Source: an optimization exercise on an open RTL-to-GDS flow (aim: small area). Production flows keep margins and buffers that such runs may drop. Only simulation tests tie the RTL to the original design; equivalence was not proved. Power is estimated from default activity; no workload was simulated.

### design/flow/config.mk
export PLATFORM = sky130hd
export DESIGN_NAME = processor
export DESIGN_NICKNAME = processor
export VERILOG_FILES = /design/flow/design.v
export SDC_FILE = /design/flow/constraint.sdc
export NUM_CORES = 4
export LEC_CHECK = 0
export CAP_MARGIN = 20
export CORE_MARGIN = 2
export CORE_UTILIZATION = 30
export SLEW_MARGIN = 20
### design/flow/constraint.sdc
create_clock -name core_clock -period 14.0 [get_ports {clk}]
set_input_delay 2.8000 -clock core_clock [delete_from_list [all_inputs] [get_ports {clk}]]
set_output_delay 2.8000 -clock core_clock [all_outputs]
set_load 0.01 [all_outputs]
### design/flow/design.v
module ALU(IN1,IN2,AluOp,Output);
localparam
ALU_Add = 2'b00,
ALU_Sub = 2'b01,
ALU_And = 2'b10;
	input wire [1:0] AluOp;
	input wire [31:0] IN1, IN2;
	output reg	[31:0]	Output;
	always@*
		case (AluOp)  
			ALU_Add:  Output = IN1 + IN2;
			ALU_Sub:  Output = IN1 - IN2;
			ALU_And:  Output = IN1 & IN2;
			default:  Output = 0; 
		endcase
endmodule
module RegFile (clk, Rd, Rs1, Rs2, regWR, regWR2, Rbus1, Rbus2, RbusD, Wbus1, Wbus2);	
	input wire clk;
	input wire regWR, regWR2;
	input wire [3:0] Rd, Rs1, Rs2;
	output wire [31:0] Rbus1, Rbus2, RbusD;
	input wire [31:0] Wbus1, Wbus2;	
	reg [31:0] registers_array [1:15]; 	  
	assign Rbus1 = (Rs1 == 4'd0) ? 32'h00000000 : registers_array[Rs1];
	assign Rbus2 = (Rs2 == 4'd0) ? 32'h00000000 : registers_array[Rs2];
	assign RbusD = (Rd  == 4'd0) ? 32'h00000000 : registers_array[Rd];
	integer i;
	always @(posedge clk) begin
		for (i = 1; i < 16; i = i + 1) begin
			if (regWR2 && Rs1 == i) begin
				registers_array[i] <= Wbus2;
			end else if (regWR && Rd == i) begin
				registers_array[i] <= Wbus1;
			end
		end
	end
endmodule  
module control_unit (regWr, AluOp, AluSrc, Ext, Wresult, Bw2,
	MemRd, MemWr, pc_control, DMadd, DMdata, SPpush, SPpop, opcode);
localparam
AND = 6'b000000,
ADD = 6'b000001,
SUB = 6'b000010,  
ANDI = 6'b000011,
ADDI = 6'b000100,
LW = 6'b000101,
LW_POI = 6'b000110,
SW = 6'b000111,
BGT = 6'b001000,
BLT = 6'b001001,
BEQ = 6'b001010,
BNE = 6'b001011,   
JMP = 6'b001100,
CALL = 6'b001101,
RET = 6'b001110,
PUSH = 6'b001111,
POP = 6'b010000,
ALU_Add = 2'b00,
ALU_Sub = 2'b01,
ALU_And = 2'b10,	 
ALU_srcReg = 1'b0,
ALU_srcImm = 1'b1,
pc_next = 2'b00,
pc_BTA = 2'b01,
pc_JA = 2'b10,
pc_topofstack = 2'b11,	   
alu_res = 1'b0,	 
M_dataout = 1'b1,	  
sp = 1'b0,
sp_plusone = 1'b1,		
alu_out = 1'b0,	
sp_val = 1'b1,
rd_reg = 1'b0, 
pc_plus1 = 1'b1,
unsighned_ext = 1'b0,
sighned_ext = 1'b1,	  
disable_wr = 1'b0,
enable_wr = 1'b1,
rs = 1'b0,
rs_plus1 = 1'b1;
	input wire [5:0] opcode;
	output reg Wresult, DMadd, DMdata, AluSrc, Bw2;
	output reg [1:0] pc_control;
	output reg SPpush, SPpop;
	output reg MemRd, MemWr, Ext, regWr;
	output reg [1:0]AluOp;	   
	always@(*) begin 
		if (opcode == RET) begin	
			pc_control = pc_topofstack;
		end	else if (opcode == JMP || opcode == CALL) begin
			pc_control = pc_JA;
		end else if (opcode == BEQ || opcode == BNE || opcode == BGT || opcode == BLT) begin
			pc_control = pc_BTA;
		end else begin
			pc_control = pc_next; 
		end
	end	 
	always@(*) begin  
		if (opcode == AND || opcode == ADD || opcode == SUB ) begin
			AluSrc = ALU_srcReg;
		end else begin
			AluSrc = ALU_srcImm;
		end
	end
	always@(*) begin   
		if (opcode == AND || opcode == ANDI)begin
			AluOp = ALU_And;
		end else if (opcode == SUB)begin 
			AluOp = ALU_Sub;
		end else begin 
			AluOp = ALU_Add;
		end
	end	
	always@(*) begin 
		if (opcode == ADDI || opcode == ANDI) begin
			Ext = unsighned_ext;
		end else begin
			Ext = sighned_ext;
		end
	end	
	always@(*) begin 
		if (opcode == AND || opcode == ADD || opcode == SUB || opcode == ANDI || opcode == ADDI || opcode == LW || opcode == LW_POI || opcode == POP) begin
			regWr = 1'b1;
		end	 else begin	
			regWr = 1'b0;
		end
	end
	always@(*) begin 
		if (opcode == LW || opcode == LW_POI || opcode == POP) begin
			Wresult = M_dataout;
		end	 else begin	
			Wresult = alu_res;
		end
	end
	always@(*) begin   
		if (opcode == LW_POI) begin
			Bw2 = rs_plus1;
		end else begin	
			Bw2 = rs;
		end
	end
	always@(*) begin  
		if (opcode == LW || opcode == LW_POI || opcode == RET || opcode == POP) begin	
			MemRd = 1'b1;
			MemWr = 1'b0;
		end else if (opcode == SW || opcode == CALL || opcode == PUSH) begin
			MemRd = 1'b0;
			MemWr = 1'b1;
		end else begin
			MemRd = 1'b0;
			MemWr = 1'b0;
		end
	end	
	always@(*) begin   		 
		if ( opcode == CALL ||  opcode == RET || opcode == POP || opcode == PUSH) begin
			DMadd = sp_val;
		end else begin
			DMadd = alu_out;
		end
		if (opcode == CALL) begin
			DMdata = pc_plus1;
		end else begin
			DMdata = rd_reg;
		end
	end
	always@(*) begin 
		SPpush = (opcode == PUSH || opcode == CALL);
		SPpop  = (opcode == POP  || opcode == RET);
	end
endmodule  
module pc_module(clock, reset, PC, I_TypeImmediate, J_TypeImmediate, topstack, sig_pc_src, taken);
localparam
pc_next = 2'b00,
pc_BTA = 2'b01,
pc_JA = 2'b10,
pc_topofstack = 2'b11;
    input wire clock;
    input wire reset;
    input wire [1:0] sig_pc_src;
    input wire taken;
    input wire [31:0] topstack;
    input wire [31:0] I_TypeImmediate;
    input wire [25:0] J_TypeImmediate;
    output reg [31:0] PC;
    wire [31:0] pc_plus_1;
    wire [31:0] jump_address;
    wire [31:0] brach_target_address;
    assign pc_plus_1 = PC + 32'd1;
    assign jump_address = {PC[31:26], J_TypeImmediate};
    assign brach_target_address = PC + I_TypeImmediate;
    always @(posedge clock) begin
        if (reset) begin
            PC <= 32'd0;
        end else begin
        case (sig_pc_src)
            pc_next: begin
                PC <= pc_plus_1;      
            end  
            pc_topofstack:  begin
                PC <= topstack;  
            end  
            pc_BTA: begin
                PC <= taken ? brach_target_address : pc_plus_1;
            end  
            pc_JA: begin
                PC <= jump_address;
            end  
        endcase
        end
	end
endmodule			
module processor (
    input  wire        clk,
    input  wire        rst,
    output wire [31:0] imem_addr,
    input  wire [31:0] imem_data,
    output reg  [31:0] dmem_addr,
    output reg  [31:0] dmem_wdata,
    output wire        dmem_we,
    output wire        dmem_re,
    input  wire [31:0] dmem_rdata
);
    wire clock;
    assign clock = clk;
    wire Wresult, DMadd, DMdata, SPpush, SPpop, AluSrc, Bw2;
    wire [1:0] pc_control;
    wire MemRd, MemWr, Ext, regWr;
    wire [1:0] AluOp;
    wire [31:0] PC;  
    wire [0:31] InstructionReg;  
	reg  [31:0] sp;
    wire [5:0] opcode;  
    wire [3:0] Rs1, Rs2, Rd;  
    assign imem_addr = PC;
    assign InstructionReg = imem_data;
    assign opcode = InstructionReg[0:5];
    assign Rd = InstructionReg[6:9];
    assign Rs1 = InstructionReg[10:13];
    assign Rs2 = InstructionReg[14:17];
    wire [0:25] J_TypeImmediate;
    assign J_TypeImmediate = InstructionReg[6:31];
    wire [0:15] I_TypeImmediate;
    assign I_TypeImmediate = InstructionReg[14:29];
    wire [31:0] topstack;  
    wire [31:0] Sign_Extended_I_TypeImmediate;
    wire [31:0] Unsigned_Extended_I_TypeImmediate;
    wire [31:0] Extended_I_TypeImmediate;
    assign Sign_Extended_I_TypeImmediate = { {16{I_TypeImmediate[0]}}, I_TypeImmediate };
    assign Unsigned_Extended_I_TypeImmediate = { {16{1'b0}}, I_TypeImmediate };
    assign Extended_I_TypeImmediate = Ext ? Sign_Extended_I_TypeImmediate : Unsigned_Extended_I_TypeImmediate;
    reg [31:0] BusW, BusW2; 
    wire [31:0] BusA, BusB, BusD;
    wire [3:0] RA, RB, RW, RW2;
    assign RA = Rs1;
    assign RB = Rs2;
    assign RW = Rd;	
	assign RW2 = Rs1;	  
	control_unit cu (regWr, AluOp, AluSrc, Ext, Wresult, Bw2,
	 MemRd, MemWr, pc_control, DMadd, DMdata, SPpush, SPpop, opcode);		
  	wire [31:0] ALU_A;
  	reg  [31:0] ALU_B;  
  	wire [31:0] ALU_Output;
  	assign ALU_A = BusA;
 	always @(*) begin
	    case (AluSrc)
	        1'b0 : ALU_B = BusB;
	        1'b1 : ALU_B = Extended_I_TypeImmediate;
	        default: ALU_B = 32'h0;
	    endcase
	end
    reg taken;
    always @(*) begin
        case (opcode)
            6'b001000: taken = $signed(BusD) >  $signed(BusA);  
            6'b001001: taken = $signed(BusD) <  $signed(BusA);  
            6'b001010: taken = BusD == BusA;                    
            6'b001011: taken = BusD != BusA;                    
            default:   taken = 1'b0;
        endcase
    end
    always @(posedge clock) begin
        if (rst) begin
            sp <= 32'd0;
        end else if (SPpush) begin
            sp <= sp + 32'd1;
        end else if (SPpop) begin
            sp <= sp - 32'd1;
        end
    end
	always @(*) begin
	    case (DMadd)
	        1'b0 : dmem_addr = ALU_Output;
	        1'b1 : dmem_addr = SPpop ? (sp - 32'd1) : sp;
	        default: dmem_addr = 32'h0;
	    endcase
	end
	always @(*) begin
	    case (DMdata)
	        1'b0 : dmem_wdata = BusD;
	        1'b1 : dmem_wdata = PC + 32'd1;
	        default: dmem_wdata = 32'h0;
	    endcase
	end	 
    assign dmem_we = MemWr;
    assign dmem_re = MemRd;
    assign topstack = dmem_rdata;
     pc_module pcModule(clock, rst, PC, Sign_Extended_I_TypeImmediate, J_TypeImmediate, topstack, pc_control, taken);	 
	 RegFile register_file(clock, RW, RA, RB, regWr, Bw2, BusA, BusB, BusD, BusW, BusW2);
    ALU alu(ALU_A, ALU_B, AluOp, ALU_Output);
    always @(*) begin
        BusW  = (Wresult == 1'b0) ? ALU_Output : dmem_rdata;
        BusW2 = BusA + 32'd1;
    end
endmodule
### design/flow/run.sh
#!/bin/bash
# synth_recipe.tcl (not shown) runs the flow's synth.tcl, then flattens the netlist and writes it again
# the make line also repeats each setting of config.mk as NAME=value (left out here)
make -C /OpenROAD-flow-scripts/flow DESIGN_CONFIG=/design/flow/config.mk WORK_HOME=/design/flow/orfs CLKGATE_MAP_FILE= SYNTH_SCRIPT=/design/flow/synth_recipe.tcl finish
==> flow_summary.json <==
{
  "grt_pass1_wl_mm": 393,
  "min_period_over_period_pct": 94.3,
  "worstSetupEndpointType": "primary output",
  "post_cts_buffers": 0,
  "dieWidth_um": 386,
  "clk_pin_slew_ns": 0.05,
  "start_util_pct": 30.2,
  "synth_cell_types": 107,
  "synthCells": 5021,
  "antenna_found_initial": 27,
  "critical_path_class": "input port to primary output",
  "cp-start-kind": "input port",
  "final.min_clock_period_ns": 13.20,
  "worstMarginPinSlew_ns": 1.38,
  "grtUsageTotal_pct": 38.5,
  "total_power_mw": 5.94,
  "route.detailed.drc": 0,
  "cts_resized": 0,
  "avgSynthCellArea_sq_um": 8.74,
  "slew_violations": 0,
  "p_leak_nw": 18.8,
  "finalSetupViolCount": 0,
  "status": "complete, no violations",
  "drive_gt1_share_pct": 12.7,
  "h-tree-depth": 3,
  "cp.arrival_ns": 10.40,
  "dr.pass1.iters": 9,
  "final_common_cell": "nand2_1",
  "slew-limit-headroom_pct": 7.47,
  "viasPerCell": 6.86,
  "dp_hpwl_mm": 212,
  "async_flop_share_pct": 0,
  "hold_viol_final": 0,
  "max_freq_ghz": 0.0757,
  "mostFrequentLayoutCells": "592 x nand2_1, 480 x edfxtp_1, 460 x o21ai_0",
  "tritoncts": "done",
  "overflow": 0,
  "core_area_sq_um": 145000,
  "synth_seq_area_share_pct": 35.8,
  "yosys_warnings": 38,
  "die_y_um": 386,
  "gp_congestion": 1.12,
  "synth-seq-cells": 544,
  "synth_edf_count": 480,
  "cts_sinks": 544,
  "fin_setup_tns_ns": 0,
  "skew_ns": 0.0434,
  "drt_iter0_markers": 9106,
  "vias": 48600,
  "dieArea_sq_um": 149000,
  "cts_root_buf": "clkbuf_16",
  "cts_buffer_depth": 3,
  "syn-num-nets": 5188,
  "antenna_left": 0,
  "wl_mm": 296,
  "cts_hold_buf": 0,
  "syn_area_sq_um": 43900,
  "place.port_buffers": 163,
  "fin_nets": 5263,
  "maxCapViolCount": 0,
  "io_pins": 164,
  "cp.required_ns": 11.20,
  "powerDensity_nw_per_um2": 117,
  "min_path_type": "flip-flop to flip-flop",
  "clk_latency_ns": 0.73,
  "vdd_drop_max_mv": 0.0931,
  "grt_pass1_vias": 44000,
  "post-route-util_pct": 35.1,
  "cts_buffers": 70,
  "grt_start_max_net_pins": 68,
  "area_growth_pct": 16.2,
  "rsz0062_at_grt": "no",
  "cp_max_fo": 44,
  "synthFlopType": "edfxtp_1",
  "num_rows": 140,
  "wl_per_cell_um": 41.8,
  "n_fill_cell": 15000
}
-- cell usage after synthesis, types with 23 or more instances --
cell type  count  area share (%)
a22oi_1      105             1.8
mux2i_1      273             6.2
o22ai_1       38            0.54
a211oi_1      47            0.80
nand3b_1      31            0.53
mux2_2        52             1.3
dfxtp_1       64             2.9
nand2_1      602             5.2
a22o_1       111             2.2
a31oi_1       77             1.1
and3_1        74             1.1
buf_2         58            0.66
inv_1         92            0.79
and2_1        27            0.39
nand3_1      117             1.3
a21o_1        38            0.65
nand4_1       41            0.58
xnor2_1      117             2.3
nor2b_1       37            0.53
a32oi_1       24            0.48
nor2_1       325             2.8
o21ai_0      468             5.3
edfxtp_1     480              33
xor2_1        77             1.5
o31ai_1       23            0.39
nand2b_1      54            0.77
a221oi_1     116             2.3
clkbuf_1     314             2.7
nor4_1        23            0.33
a222oi_1      39            0.89
nor3_1        79            0.90
a21oi_1      367             4.2
buf_6         32            0.82
buf_4         32            0.55
ha_1          99             2.8
-- registers in the layout, indices dropped and copies added (netlist names) --
name / flops
register_file.registers_array: 480
sp: 32
pcModule.PC: 32
-- through the flow --
| step | area (sq um) | setup slack [ns] | std cells | hold slack [ns] |
|---|---|---|---|---|
| 3_3_place_gp | 48600 | 1.06 | 6936 | 0.545 |
| 6_report | 51000 | 0.796 | 7081 | 0.563 |
| 2_1_floorplan | 43900 | 3.18 | 5021 | 0.510 |
| 3_5_place_dp | 48700 | 1.12 | 6939 | 0.553 |
| 4_1_cts | 50900 | 1.09 | 7065 | 0.561 |
| 5_1_grt | 51000 | 0.567 | 7069 | 0.574 |
-- routing by layer --
metal | vias to the layer above | track usage [%] | wire length (um)
met5 | - | 0.455 | 272
met4 | 25 | 25.8 | 24400
met3 | 1164 | 13.0 | 38900
met2 | 4456 | 55.1 | 120000
met1 | 23700 | 48.7 | 112000
li1 | 19300 | - | -
-- logic make-up after synthesis --
logic type	after synthesis	synth area share, %
mux	338	8.19
compound gates	1734	26.3
xor+xnor	194	3.87
fa+ha+maj	101	2.92
buf+inv	555	5.77
simple gates	1555	17.2
flops	544	35.8
-- critical path, stage by stage --
cell and delay (ns):
buf_4 0.60, nand2b_1 0.73, buf_4 0.39, o311ai_0 0.73, a21oi_1 0.11, a31oi_1 0.58, buf_4 0.27, nor2_1 0.05
nand3_1 0.20, nor3_4 0.06, buf_4 0.15, nand2_1 0.05, nand2_1 0.06, xnor2_1 0.17, ha_1 0.36, a21o_1 0.19
o21a_1 0.18, a311oi_1 0.29, nand2b_1 0.22, a21oi_1 0.11, o211ai_1 0.26, nand2_1 0.23, and3_1 0.25, mux2_2 0.28
nor4_4 0.32, mux2i_1 0.14, clkdlybuf4s50_1 0.50
-- where the power goes --
| group | switching, mW | internal (mW) |
|---|---|---|
| registers | 0.0309 | 1.95 |
| logic | 1.42 | 0.692 |
| clock network | 0.824 | 1.02 |
-- cell type report --
type	count	area (sq um)	share of cell area (%)
diodes	14	35.0	0.0687
clock inverters	38	373	0.731
inverters	95	357	0.699
repair buffers	463	3960	7.76
clock buffers	88	1850	3.63
flip-flops and latches	544	15700	30.8
well taps	1917	2400	4.70
multi-input cells	3922	26300	51.6
-- worst paths after layout --
path	from	end	slack (ns)	cells past startpoint
max	imem_data[16]	dmem_addr[31]	0.80	27
min	sp[1]$_SDFF_PP0_	sp[1]$_SDFF_PP0_	0.56	2
max reg2reg	register_file.registers_array[10][7]$_DFFE_PP_	register_file.registers_array[11][27]$_DFFE_PP_	6.77	23
min reg2reg	sp[1]$_SDFF_PP0_	sp[1]$_SDFF_PP0_	0.56	2

static timing again, ports no longer ideal:
No port has a modelled driver above. Below, the same layout with a new extraction and two added sets of constraints. Step 1 assumes that a clkbuf_16 drives the clock port and a buf_2 every other input. Step 2 adds t to the input delays and takes it off the output delays; t is the mean of the earliest and latest rising clock arrival at the registers after step 1. Input paths then give back, and output paths get back, about the clock's delay inside the block. Three values: no drivers, after step 1, after step 2; two values: the first two.
t, ns: 0.786
setup WS [ns]: 0.796 / 0.767 / 0.767
worst setup path at the end: input to output
After both steps this run still meets setup and hold. The setup slack of this run moves by -0.029 ns with the drivers and by -0.029 ns with both steps.
